Source: an optimization exercise on an open RTL-to-GDS flow (aim: small area, a short achievable clock period and few clock cycles per item). Production flows keep margins and buffers that such runs may drop. No activity file was given, so power comes from the tool's default toggle rates.

Setup of old:
==> module booth_multiplier, before the edit <==
module booth_multiplier(clk, reset_n, multiplier, multiplicand, op_start, op_clear, op_done, result);
	input clk, reset_n;
	input [63:0] multiplier;
	input [63:0] multiplicand;
	input op_start, op_clear;
	output op_done;
	output [127:0] result;
	localparam IDLE = 2'd0, BUSY = 2'd1, DONE = 2'd2;
	reg [1:0] state;
	reg [3:0] cnt;
	reg op_done;
	reg [63:0] m;               
	reg [63:0] lo;              
	reg [64:0] acc_s, acc_c;    
	reg [7:0]  pend_s, pend_c;  
	reg        cin;             
	reg [3:0]  sel1, sel2, neg;  
	wire [8:0] win_ld = {multiplier[7:0], 1'b0};
	wire [8:0] win_nx = lo[15:7];
	wire [8:0] win = (state == IDLE) ? win_ld : win_nx;
	wire [3:0] e1, e2, en;
	genvar t;
	generate
		for (t = 0; t < 4; t = t + 1) begin : g_enc
			wire b0 = win[2*t];
			wire b1 = win[2*t+1];
			wire b2 = win[2*t+2];
			assign e1[t] = b1 ^ b0;
			assign e2[t] = (b2 & ~b1 & ~b0) | (~b2 & b1 & b0);
			assign en[t] = b2 & ~(b1 & b0);
		end
	endgenerate
	wire [63:0] nvec;
	generate
		for (t = 0; t < 32; t = t + 1) begin : g_neg
			wire xm1 = (t == 0) ? 1'b0 : multiplier[2*t-1];
			assign nvec[2*t] = multiplier[2*t+1] & ~(multiplier[2*t] & xm1);
			assign nvec[2*t+1] = 1'b0;
		end
	endgenerate
	wire [72:0] row [0:3];
	generate
		for (t = 0; t < 4; t = t + 1) begin : g_row
			wire [64:0] mag = ({65{sel1[t]}} & {m[63], m}) | ({65{sel2[t]}} & {m, 1'b0});
			wire [64:0] pat = mag ^ {65{neg[t]}};
			assign row[t] = {{(73-66-2*t){1'b0}}, 1'b1, ~pat[64], pat[63:0], {(2*t){1'b0}}};
		end
	endgenerate
	wire [72:0] r0 = row[0];
	wire [72:0] r1 = row[1];
	wire [72:0] r2 = row[2];
	wire [72:0] r3 = row[3];
	wire [72:0] as = {8'b0, acc_s};
	wire [72:0] ac = {8'b0, acc_c};
	wire [72:0] l1a_s = as ^ ac ^ r0;
	wire [72:0] l1a_c = {((as & ac) | (as & r0) | (ac & r0)), 1'b0};
	wire [72:0] l1b_s = r1 ^ r2 ^ r3;
	wire [72:0] l1b_c = {((r1 & r2) | (r1 & r3) | (r2 & r3)), 1'b0};
	wire [72:0] l2_s = l1a_s ^ l1a_c ^ l1b_s;
	wire [72:0] l2_c = {((l1a_s & l1a_c) | (l1a_s & l1b_s) | (l1a_c & l1b_s)), 1'b0};
	wire [72:0] l3_s = l2_s ^ l2_c ^ l1b_c;
	wire [72:0] l3_c = {((l2_s & l2_c) | (l2_s & l1b_c) | (l2_c & l1b_c)), 1'b0};
	wire [72:0] sum = {acc_s[64:0], pend_s} + {acc_c[64:0], pend_c} + {72'b0, cin};
	wire c8 = sum[8] ^ acc_s[0] ^ acc_c[0];
	wire idle = (state == IDLE);
	wire step = (state == BUSY) & ~cnt[3];
	wire fin = (state == BUSY) & cnt[3];
	always @(posedge clk or negedge reset_n) begin
		if (!reset_n) begin
			state <= IDLE;
			cnt <= 4'd0;
			op_done <= 1'b0;
		end else if (op_clear) begin
			state <= IDLE;
			op_done <= 1'b0;
		end else begin
			case (state)
				IDLE: if (op_start) begin state <= BUSY; cnt <= 4'd0; end
				BUSY: begin
					cnt <= cnt + 4'd1;
					if (cnt[3]) begin state <= DONE; op_done <= 1'b1; end
				end
				default: ;
			endcase
		end
	end
	always @(posedge clk) begin
		m <= multiplicand;
		if (idle | step) begin
			sel1 <= e1;
			sel2 <= e2;
			neg <= en;
		end
		if (idle) begin
			lo <= multiplier;
			acc_s <= {1'b1, 64'b0};
			acc_c <= {1'b0, nvec};
			pend_s <= 8'b0;
			pend_c <= 8'b0;
			cin <= 1'b0;
		end else if (step) begin
			lo <= {sum[7:0], lo[63:8]};
			acc_s <= l3_s[72:8];
			acc_c <= l3_c[72:8];
			pend_s <= l3_s[7:0];
			pend_c <= l3_c[7:0];
			cin <= c8;
		end else if (fin) begin
			lo <= {sum[7:0], lo[63:8]};
			acc_s[63:0] <= sum[71:8];
		end
	end
	assign result = {acc_s[63:0], lo};
endmodule
clock: 6.0 ns
lec_check: 0
cap_margin: 20
core_margin: 2
core_utilization: 40
slew_margin: 20
run.sh (not shown) runs the stock make flow with config.mk's settings and CLKGATE_MAP_FILE= SYNTH_SCRIPT=/design/flow/synth_recipe.tcl, a recipe that flattens the netlist after the stock synthesis.
old reached the final stage; the timing, DRC and antenna checks on its layout passed.
[inputs] new vs old
--- a/flow/design.v
+++ b/flow/design.v
@@ -733,23 +733,24 @@
 	always @(posedge clk) begin
 		m <= multiplicand;
-		if (idle | step) begin
-			sel1 <= e1;
-			sel2 <= e2;
-			neg <= en;
-		end
+		sel1 <= e1;
+		sel2 <= e2;
+		neg <= en;
 		if (idle) begin
-			lo <= multiplier;
-			acc_s <= {1'b1, 64'b0};
 			acc_c <= {1'b0, nvec};
 			pend_s <= 8'b0;
 			pend_c <= 8'b0;
 			cin <= 1'b0;
-		end else if (step) begin
-			lo <= {sum[7:0], lo[63:8]};
-			acc_s <= l3_s[72:8];
+		end else begin
 			acc_c <= l3_c[72:8];
 			pend_s <= l3_s[7:0];
 			pend_c <= l3_c[7:0];
 			cin <= c8;
+		end
+		if (idle) begin
+			lo <= multiplier;
+			acc_s <= {1'b1, 64'b0};
+		end else if (step) begin
+			lo <= {sum[7:0], lo[63:8]};
+			acc_s <= l3_s[72:8];
 		end else if (fin) begin
 			lo <= {sum[7:0], lo[63:8]};
[summary]
Going from old to new, area share of fa/ha/maj cells after synthesis picked up an extra 0.24 points; multi-input combinational cell count moved up; reg2reg setup slack decreased by 260 ps relative to the old numbers; post-layout total power increased 32%; final cell count picked up an extra 141. Changes observed in new relative to old: combined global-route utilization of all metal layers now sits lower, post-route minimum period now sits higher, area after synthesis now sits lower, starting density of the core now sits higher.
No run of this note included a check of the RTL's function; only the layout flow was run.

re-timing with driven ports:
The flow's constraints put no driver on any port. The routed layouts listed below were extracted and timed again, unchanged, in two steps. Step 1 sets driving cells, clkbuf_16 on the clock port and buf_2 on the other inputs (assumed; they add their load-dependent delay and slew). Step 2 also shifts input and output timing later by t, the mid clock arrival at the registers, as if the neighbouring blocks saw the same clock. a / b / c = ideal ports / drivers / drivers and shift; a / b = the first two.
| run | t (ns) | setup WS [ns] | hold WS [ns] | latest minus earliest clock arrival (ns) | worst register clock-pin slew, ns |
|---|---|---|---|---|---|
| old | 0.633 | 2.295 / 2.295 / 2.295 | 0.460 / 0.460 / 0.460 | 0.020 / 0.019 | 0.06 / 0.06 |
| new | 0.633 | 2.037 / 2.037 / 2.037 | 0.471 / 0.471 / 0.471 | 0.021 / 0.021 | 0.06 / 0.06 |
After both steps setup and hold are still met in every run listed.
